Source: an optimization exercise on an open RTL-to-GDS flow (aim: small area and a short achievable clock period). Production flows keep margins and buffers that such runs may drop.
Only simulation tests tie the RTL to the original design; equivalence was not proved.

==> flow/design.v, too long to show whole: its modules and the start of the top module <==
// module final_log: 2112 lines
module final_log(clk, reset, base, in_data, out_data);
  // ...
==> flow/flow/run.sh <==
#!/bin/bash
set -euo pipefail
bash standard.sh SETUP_SLACK_MARGIN=38 "BUFFER_PORTS_ARGS=-buffer_cell sky130_fd_sc_hd__buf_1" SKIP_GATE_CLONING=1 finish > run.log 2>&1
==> flow/standard.sh <==
#!/bin/bash
# synth_recipe.tcl (not shown) runs the flow's synth.tcl, then flattens the netlist and writes it again
# the make line also repeats each setting of config.mk as NAME=value (left out here)
make -C /OpenROAD-flow-scripts/flow DESIGN_CONFIG=/design/flow/config.mk WORK_HOME=/design/flow/orfs CLKGATE_MAP_FILE= SYNTH_SCRIPT=/design/flow/synth_recipe.tcl "${@:-finish}"
==> flow/config.mk <==
export PLATFORM = sky130hd
export DESIGN_NAME = final_log
export DESIGN_NICKNAME = final_log
export VERILOG_FILES = /design/flow/design.v
export SDC_FILE = /design/flow/constraint.sdc
export NUM_CORES = 4
export LEC_CHECK = 0
export ABC_AREA = 1
export CAP_MARGIN = 20
export CORE_MARGIN = 2
export CORE_UTILIZATION = 40
export CTS_BUF_LIST = sky130_fd_sc_hd__clkbuf_8
export CTS_CLUSTER_DIAMETER = 200
export CTS_CLUSTER_SIZE = 30
export SLEW_MARGIN = 20
==> flow/constraint.sdc <==
create_clock -name core_clock -period 60.0 [get_ports {clk}]
set_input_delay 12.0000 -clock core_clock [delete_from_list [all_inputs] [get_ports {clk}]]
set_output_delay 12.0000 -clock core_clock [all_outputs]
set_load 0.01 [all_outputs]
==> results.py, run 1 <==
metrics = {
    "timing": {
        "hold_viol_final": 0,
        "clock.fmax_mhz": 45.7,
        "layout_min_cycle_time_ns": 21.90,
        "hold_ws_ns": 11.73,
    },
    "logic_synthesis": {
        "synth_top_family_by_area": "adder cells",
        "syn-mean-instance-area_um2": 7.00,
        "synth_top_area_share_pct": 27.2,
        "synth_largest_area_cell": "fa_1",
        "netlist-cell-type-count": 57,
        "synth_most_common_cell": "nand2_1",
    },
    "finish": {
        "finish.net_count": 2396,
        "buffers_excl_clock": 164,
        "final_cells": 2463,
        "buffer_area_share_pct": 6.91,
        "final.clkbuf_count": 6,
        "multi_input_cells": 1406,
        "clock_tree_area_fraction_pct": 0.708,
        "multi_input_logic_portion_of_the_cell_area_pct": 74.1,
    },
    "route": {
        "routed_wl_mm": 37.7,
        "wire_length_on_met1_mm": 15.8,
        "routed-via-count": 12700,
        "met2_routed_length_mm": 19.5,
        "ant_nets": 0,
    },
    "worst_setup_path": {
        "critPathLaunch": "in_data[2]",
        "critPathBufInv": 11,
    },
    "placement": {
        "finalWeightedCongestion": 0.915,
        "dp_worst_setup_slack_ns": 34.40,
    },
    "global_route": {
        "met3_resource_use_gr_pct": 0.922,
        "gr-usage-all-layers_pct": 21.0,
    },
    "run_status": {
        "status": "no timing/DRC/antenna violations",
    },
    "floorplanning": {
        "well_tap_count": 442,
    },
    "clock_network": {
        "longest_clk_path_bufs": 2,
    },
}
==> inputs of run 2 (changes only) <==
==> flow/flow/run.sh (replaced) <==
#!/bin/bash
set -euo pipefail
bash standard.sh SETUP_SLACK_MARGIN=37 "BUFFER_PORTS_ARGS=-buffer_cell sky130_fd_sc_hd__buf_1" SKIP_GATE_CLONING=1 finish > run.log 2>&1
==> results.py, run 2 <==
metrics = {
    "clock_network": {
        "tritoncts.num_buffers": 5,
        "longest_clk_path_bufs": 2,
        "cts.clk_slew.worst_paths_ns": 0.08,
        "tritoncts_clock_tree": "yes",
        "ctsHtreeMaxLevel": 2,
        "numClockSinks": 30,
        "root_buffer": "clkbuf_8",
    },
    "timing": {
        "hold_viol_final": 0,
        "hold_ws_ns": 11.74,
        "clock.fmax_mhz": 44.7,
        "setup-violations-final": 0,
        "slew_violations": 0,
        "slew_hr_pct": 41.8,
        "layout_min_cycle_time_ns": 22.37,
        "fin_ws_ns": 37.63,
        "totalNegativeSetupSlack_ns": 0,
        "post-route-period-util_pct": 37.3,
        "rsz0062_at_grt": "no",
        "timing_worst_slew_pin_value_ns": 0.866,
    },
    "route": {
        "wl_per_cell_um": 14.9,
        "post_drt_via_cell_ratio": 5.13,
        "dr.first_iter.drc_count": 706,
        "routed_wl_mm": 35.8,
        "detail_route.first_pass.iterations": 5,
        "detail_route.drc_violations": 0,
        "routed-via-count": 12300,
        "ant_nets": 0,
    },
    "worst_setup_path": {
        "worst-endpoint-arrival_ns": 22.58,
        "crit_path_max_incr_delay_ns": 0.47,
        "critPathLaunch": "in_data[2]",
        "slowest_stage": "fa_1",
        "startpoint_type": "input port",
        "crit_path_end_kind": "flop",
        "critical-path-top-cell-by-count": "fa_1",
        "critPathBufInv": 7,
        "worst_path_dominant_cell_family": "adder cells",
        "path_class": "in -> reg",
        "worst_ep_required_time_ns": 60.21,
        "crit_path_max_fanout": 11,
    },
    "finish": {
        "drive_above_1_share_pct": 7.54,
        "final_cells": 2406,
        "finish.net_count": 2338,
        "antenna-diode-count": 0,
        "largest_register_ffs": 18,
        "post-route-util_pct": 45.0,
        "footprint_of_the_multi_input_gates_um2": 11100,
        "areaGrowthSynthToFinish_pct": 10.4,
        "n_fill_cell": 3395,
        "regMostFlops": "wq",
        "finish.instance_area_um2": 14700,
        "mostFrequentLayoutCells": "408 x nand2_1, 395 x inv_1, 174 x fa_1",
        "area_occupied_by_registers_um2": 753,
        "reg_top3": "wq: 18 flops, dq: 5 flops, eq: 4 flops",
        "layout.cells.most_common": "nand2_1",
    },
    "global_route": {
        "gr-usage-all-layers_pct": 20.2,
        "grt_max_degree": 34,
        "antenna_violations_before_repair": 0,
        "grt_first_pass_wirelength_mm": 58.9,
        "first_global_vias": 12200,
        "total_global_routing_overflow": 0,
    },
    "placement": {
        "dp_worst_setup_slack_ns": 34.11,
        "dp.cells": 2363,
        "postPlaceCellArea_um2": 13900,
        "detailed_place_hpwl_mm": 29.5,
        "place.port_buffers": 66,
        "finalWeightedCongestion": 0.908,
    },
    "logic_synthesis": {
        "synth_top_area_share_pct": 27.2,
        "syn-mean-instance-area_um2": 7.00,
        "synth_area_um2": 13300,
        "synth_largest_area_cell": "fa_1",
        "synthCells": 1902,
        "synth_enable_flop_cells": 0,
        "netlist-cell-type-count": 57,
        "yosys-top-cells-area": "fa_1 27%, ha_1 15%, nand2_1 12%",
        "yosysSeqAreaShare_pct": 5.66,
        "ys_dominant_reg_cell": "dfrtp_1",
        "synth_most_common_cell": "nand2_1",
        "ys_seq_elements": 30,
        "synth_common_cells": "422 x nand2_1, 404 x inv_1, 181 x fa_1",
        "synth_warnings": 1,
        "synthesis.nets": 2277,
        "synth_async_sr_flop_share_pct": 100,
    },
    "floorplanning": {
        "floorplan.die.height_um": 186,
        "start_util_pct": 40.8,
        "die-width_um": 186,
        "fp.coreArea_um2": 32600,
        "rows": 66,
        "i_o_pin_count": 68,
        "design.die.area_um2": 34700,
    },
    "worst_hold_path": {
        "worst_hold_path_type": "in -> async",
    },
    "run_status": {
        "status": "no timing/DRC/antenna violations",
    },
    "job": {
        "maxCapViolations": 0,
    },
}
run 2: per-layer routing:
| metal | part of all wire (%) | routed length, um | GRT usage, % |
|---|---|---|---|
| met5 | 0 | 0 | 0 |
| met2 | 51 | 18300 | 37.5 |
| met4 | 2.3 | 826 | 5.63 |
| met1 | 43 | 15400 | 25.4 |
| met3 | 3.5 | 1250 | 0.828 |
run 2: worst paths after layout:
path,slack (ns),depth (start not counted),endpoint
min,11.74,3,dq[4]$_DFF_PP0_
min in group core_clock,11.80,1,bq[1]$_DFF_PP0_
max,37.63,57,wq[5]$_DFF_PP0_
max in group asynchronous,47.92,3,eq[3]$_DFF_PP1_
run 2: worst min-delay path, stage by stage:
cell and delay [ns]:
buf_1 0.07, inv_1 0.04, buf_4 0.34
run 2: cell type report:
cell class / instances / share of cell area (%)
Tap cell: 442 / 3.77
Clock inverter: 2 / 0.0852
Inverter: 414 / 10.8
Sequential cell: 30 / 5.13
Timing Repair Buffer: 106 / 3.94
Clock buffer: 6 / 0.562
Multi-Input combinational cell: 1406 / 75.7
run 2: logic make-up (layout without fill, tap and decap cells):
logic type / after synthesis / after routing / share of synthesized area (%)
flip-flops: 30 / 30 / 5.66
adder cells (fa/ha/maj): 339 / 339 / 42.1
XOR/XNOR: 49 / 49 / 3.23
AO/OA/AOI/OAI: 252 / 252 / 11.6
buffers and inverters: 466 / 528 / 13.4
AND/OR/NAND/NOR: 766 / 766 / 24.0
run 2: repair_timing:
action                     CTS  global route
hold buffers                 0             0
setup endpoints to repair   47            47
buffers inserted            14            21
pin swaps                    1            21
gates resized for setup     49            65
gates cloned                 0             0

==> separate check: timing with driven ports <==
Ports are ideal in the flow. The routed layouts listed here were re-timed in OpenROAD. Step 1 (the two cells are an assumption about what drives the block):
set clk [get_ports {clk}]
set_driving_cell -lib_cell sky130_fd_sc_hd__clkbuf_16 $clk
set_driving_cell -lib_cell sky130_fd_sc_hd__buf_2 [delete_from_list [all_inputs] $clk]
Step 2 times the ports against the registers' clock, not the clock port: input delays grow and output delays shrink by t, the midpoint of the rising clock arrivals with the driver on. a / b / c = no drivers / after step 1 / after step 2; a / b = the first two.
| run | t (ns) | setup slack, ns | clock arrival spread, ns |
|---|---|---|---|
| run 1 | 0.338 | 38.099 / 38.084 / 37.747 | 0.021 / 0.021 |
| run 2 | 0.339 | 37.627 / 37.643 / 37.305 | 0.015 / 0.015 |
After both steps setup and hold are still met in every run listed. The setup slack of run 1, which loses most, moves by -0.015 ns with the drivers and by -0.352 ns with both steps.
